This design comes from an exercise in tuning for small area on the open sky130 flow, not from production work.
In this exercise RTL edits were held to simulation tests only and were not proved equivalent to the original.
Power and IR drop assume default switching activity.

Design register_file, start of the top module:
module register_file (
    input clk,
    input rs1_re,
    input [4:0] rs1_addr,
    output [31:0] rs1_data,
    input rs2_re,
    input [4:0] rs2_addr,
    output [31:0] rs2_data,
    input rd_we,
    input [4:0] rd_addr,
    input [31:0] rd_data
);
logic [4:0] rs1_addr_final, rs2_addr_final;
assign rs1_addr_final = rs1_re ? rs1_addr : 0;
assign rs2_addr_final = rs2_re ? rs2_addr : 0;
logic [31:0] registers [31:1];
assign rs1_data = rs1_addr_final == 0 ? 0 : registers[rs1_addr_final];
assign rs2_data = rs2_addr_final == 0 ? 0 : registers[rs2_addr_final];
logic [31:0] wr_dec;
logic [31:1] wr_sel, wr_hold;
assign wr_dec = rd_we ? 32'd1 << rd_addr : 32'd0;
always_comb
    for (int i = 1; i < 32; i++) begin
        wr_sel[i] = wr_dec[i];
        wr_hold[i] = |(wr_dec & ~(32'd1 << i)) || !rd_we;
    end
logic [4:0] word_addr [31:1];
genvar w;
for (w = 1; w < 32; w = w + 1) begin: g_word_addr
    assign word_addr[w] = 5'(w);
end
always_ff @(posedge clk) begin: registers_write
    for (int i = 1; i < 32; i++)
        registers[word_addr[i]] <= ({32{wr_sel[i]}} & rd_data) | ({32{wr_hold[i]}} & registers[i]);
end
endmodule
export LEC_CHECK = 0
export CAP_MARGIN = 20
export CORE_MARGIN = 2
export CORE_UTILIZATION = 28
export SLEW_MARGIN = 20
create_clock -name core_clock -period 7.0 [get_ports {clk}]
standard.sh (not shown) runs the stock make flow with config.mk's settings and CLKGATE_MAP_FILE= SYNTH_SCRIPT=/design/flow/synth_recipe.tcl, a recipe that flattens the netlist after the stock synthesis.
==> flow/flow/run.sh <==
#!/bin/bash
# Standard synthesis (for the registers), then the combinational logic replaced by a
# hand-mapped netlist (flow/gen_netlist.py), then the standard layout from that netlist,
# with the smallest buffer on the ports and no dummy loads in the clock tree.
set -euo pipefail
R=orfs/results/sky130hd/register_file/base
bash standard.sh synth > synth.log 2>&1
cp $R/1_2_yosys.v std_synth.v
python3 flow/gen_netlist.py std_synth.v hand.v > gen.log 2>&1
cp hand.v $R/1_2_yosys.v
rm -f $R/1_synth.odb $R/1_synth.sdc
export BUFFER_PORTS_ARGS="-buffer_cell sky130_fd_sc_hd__buf_1"
export CTS_ARGS="${CTS_ARGS_OVERRIDE:--sink_clustering_enable -repair_clock_nets -dont_use_dummy_load -buf_list sky130_fd_sc_hd__clkbuf_4 -sink_clustering_size 8 -sink_clustering_max_diameter 50}"
bash standard.sh ${RUN_TARGET:-finish} > layout.log 2>&1
==> flow/flow/gen_netlist.py <==
#!/usr/bin/env python3
"""Rewrite the combinational logic of the standard synthesis netlist of register_file.

Keeps every flip-flop of the standard synthesis (instance name, cell type, Q net) and
replaces all other cells with a hand-mapped netlist:
  write: per bit  D = (w_i & rd_data[b]) | (h_i & Q)  as one a22o, h_i = ~w_i, or, where the
         standard synthesis gave an enable flip-flop, D = rd_data[b] and DE = w_i
  read:  per bit  10 a222oi + 1 nand2 on one-hot selects, nand4/nand4/nand3, or3
usage: gen_netlist.py IN.v OUT.v
"""
import re
import sys

src = open(sys.argv[1]).read()

# flops of the standard synthesis
flops = {}
for m in re.finditer(r'(sky130_fd_sc_hd__\w*df\w+)\s+(\\\S+|\w+)\s*\((.*?)\);', src, re.S):
    cell, name, body = m.group(1), m.group(2), m.group(3)
    pins = dict(re.findall(r'\.(\w+)\((.*?)\)\s*(?:,|$)', body.strip(), re.S))
    pins = {k: v.strip() for k, v in pins.items()}
    mm = re.search(r'registers\[(\d+)\]\[(\d+)\]', name)
    assert mm, name
    r, b = int(mm.group(1)), int(mm.group(2))
    assert pins['CLK'] == 'clk', pins
    q = pins['Q']
    flops[(r, b)] = (cell, name, q + ' ' if q.startswith('\\') else q)
assert len(flops) == 31 * 32, len(flops)

hdr = re.search(r'(module register_file\(.*?\);)', src, re.S).group(1)
decls = re.findall(r'^\s*(input|output)\s+(\[\d+:\d+\]\s*)?(\w+);', src, re.M)

out = []
wires = []
n = [0]


def cell(typ, pins, name=None):
    n[0] += 1
    nm = name or f'g{n[0]}'
    ps = ', '.join(f'.{k}({v})' for k, v in pins.items())
    out.append(f'  sky130_fd_sc_hd__{typ} {nm} ({ps});')


def wire(w):
    wires.append(w)
    return w


def Q(r, b):
    return flops[(r, b)][2]


def onehot(prefix, en, addr):
    """sel[i] = en & addr == i for i in 1..31, as predecoded and2s."""
    na = [wire(f'{prefix}_na{k}') for k in range(5)]
    for k in range(5):
        cell('inv_1', {'A': f'{addr}[{k}]', 'Y': na[k]})
    bit = lambda k, v: f'{addr}[{k}]' if v else na[k]
    lo = []
    for k in range(4):
        w = wire(f'{prefix}_lo{k}')
        cell('and3_1', {'A': en, 'B': bit(0, k & 1), 'C': bit(1, k >> 1 & 1), 'X': w})
        lo.append(w)
    hi = []
    for m in range(8):
        w = wire(f'{prefix}_hi{m}')
        cell('and3_1', {'A': bit(2, m & 1), 'B': bit(3, m >> 1 & 1), 'C': bit(4, m >> 2 & 1), 'X': w})
        hi.append(w)
    return lo, hi


# write port
lo, hi = onehot('wd', 'rd_we', 'rd_addr')
for i in range(1, 32):
    w = wire(f'w_sel{i}')
    cell('and2_2', {'A': lo[i % 4], 'B': hi[i // 4], 'X': w})
    h = None
    for b in range(32):
        typ, name, q = flops[(i, b)]
        if 'edfxtp' in typ:
            # enable flip-flop: the write mux is inside the cell
            out.append(f'  {typ} {name}  (.CLK(clk), .D(rd_data[{b}]), .DE({w}), .Q({q}));')
            continue
        assert 'dfxtp' in typ, typ
        if h is None:
            h = wire(f'w_hold{i}')
            cell('nand2_2', {'A': lo[i % 4], 'B': hi[i // 4], 'Y': h})
        d = wire(f'd_{i}_{b}')
        cell('a22o_1', {'A1': w, 'A2': f'rd_data[{b}]', 'B1': h, 'B2': Q(i, b), 'X': d})
        out.append(f'  {typ} {name}  (.CLK(clk), .D({d}), .Q({q}));')

# read ports
for p in (1, 2):
    lo, hi = onehot(f'r{p}d', f'rs{p}_re', f'rs{p}_addr')
    sel = {}
    for i in range(1, 32):
        s = wire(f'r{p}_sel{i}')
        cell('and2_2', {'A': lo[i % 4], 'B': hi[i // 4], 'X': s})
        sel[i] = s
    for b in range(32):
        ys = []
        for g in range(10):
            rows = [3 * g + 1, 3 * g + 2, 3 * g + 3]
            y = wire(f'r{p}_y{g}_{b}')
            pins = {}
            for L, r in zip('ABC', rows):
                pins[L + '1'] = sel[r]
                pins[L + '2'] = Q(r, b)
            pins['Y'] = y
            cell('a222oi_1', pins)
            ys.append(y)
        y = wire(f'r{p}_y10_{b}')
        cell('nand2_1', {'A': sel[31], 'B': Q(31, b), 'Y': y})
        ys.append(y)
        z = [wire(f'r{p}_z{k}_{b}') for k in range(3)]
        cell('nand4_1', {'A': ys[0], 'B': ys[1], 'C': ys[2], 'D': ys[3], 'Y': z[0]})
        cell('nand4_1', {'A': ys[4], 'B': ys[5], 'C': ys[6], 'D': ys[7], 'Y': z[1]})
        cell('nand3_1', {'A': ys[8], 'B': ys[9], 'C': ys[10], 'Y': z[2]})
        cell('or3_1', {'A': z[0], 'B': z[1], 'C': z[2], 'X': f'rs{p}_data[{b}]'})

qnets = sorted({v[2] for v in flops.values()})
with open(sys.argv[2], 'w') as f:
    f.write(hdr + '\n')
    for d, rng, nm in decls:
        f.write(f'  {d} {rng or ""}{nm};\n')
    for q in qnets:
        f.write(f'  wire {q} ;\n')
    for w in wires:
        f.write(f'  wire {w};\n')
    f.write('\n'.join(out) + '\nendmodule\n')
The baseline produced a clean layout.
Then changed:
--- a/flow/flow/run.sh
+++ b/flow/flow/run.sh
@@ -13 +13 @@
-export CTS_ARGS="${CTS_ARGS_OVERRIDE:--sink_clustering_enable -repair_clock_nets -dont_use_dummy_load -buf_list sky130_fd_sc_hd__clkbuf_4 -sink_clustering_size 8 -sink_clustering_max_diameter 50}"
+export CTS_ARGS="${CTS_ARGS_OVERRIDE:--sink_clustering_enable -repair_clock_nets -dont_use_dummy_load -buf_list sky130_fd_sc_hd__clkbuf_4 -sink_clustering_size 8 -sink_clustering_max_diameter 30}"
--- a/flow/flow/gen_netlist.py
+++ b/flow/flow/gen_netlist.py
@@ -77 +77 @@
-    cell('and2_2', {'A': lo[i % 4], 'B': hi[i // 4], 'X': w})
+    cell('and2_1', {'A': lo[i % 4], 'B': hi[i // 4], 'X': w})
@@ -88 +88 @@
-            cell('nand2_2', {'A': lo[i % 4], 'B': hi[i // 4], 'Y': h})
+            cell('nand2_1', {'A': lo[i % 4], 'B': hi[i // 4], 'Y': h})
@@ -99 +99 @@
-        cell('and2_2', {'A': lo[i % 4], 'B': hi[i // 4], 'X': s})
+        cell('and2_1', {'A': lo[i % 4], 'B': hi[i // 4], 'X': s})
=> The new run ran to the end with no violations. Total power rises by 2.7%. Design area is higher by about 1.3%. Clock power rises by 12%.

[separate check: timing with driven ports]
The flow's constraints put no driver on any port. The routed layouts listed below were extracted and timed again, unchanged, in two steps. Step 1 (the two cells are an assumption about what drives the block):
set clk [get_ports {clk}]
set_driving_cell -lib_cell sky130_fd_sc_hd__clkbuf_16 $clk
set_driving_cell -lib_cell sky130_fd_sc_hd__buf_2 [delete_from_list [all_inputs] $clk]
Step 2 moves the port delays by t, midway between the first and last clock arrival at a register: inputs arrive t later, outputs are due t later. That takes back most of the time a late clock gives input paths. Slacks: no drivers / after step 1 / after step 2; pairs: no drivers / after step 1.
run	t (ns)	setup slack, ns	hold slack, ns	latest minus earliest clock arrival (ns)	pins driven straight from the clock port
the first run	1.151	1.275 / 1.239 / 1.239	0.505 / 0.505 / 0.505	0.147 / 0.148	1
the second run	1.167	1.350 / 1.320 / 1.320	0.497 / 0.497 / 0.497	0.117 / 0.117	1
After both steps setup and hold are still met in every run listed. The setup slack of the first run, which loses most, moves by -0.036 ns with the drivers and by -0.036 ns with both steps.
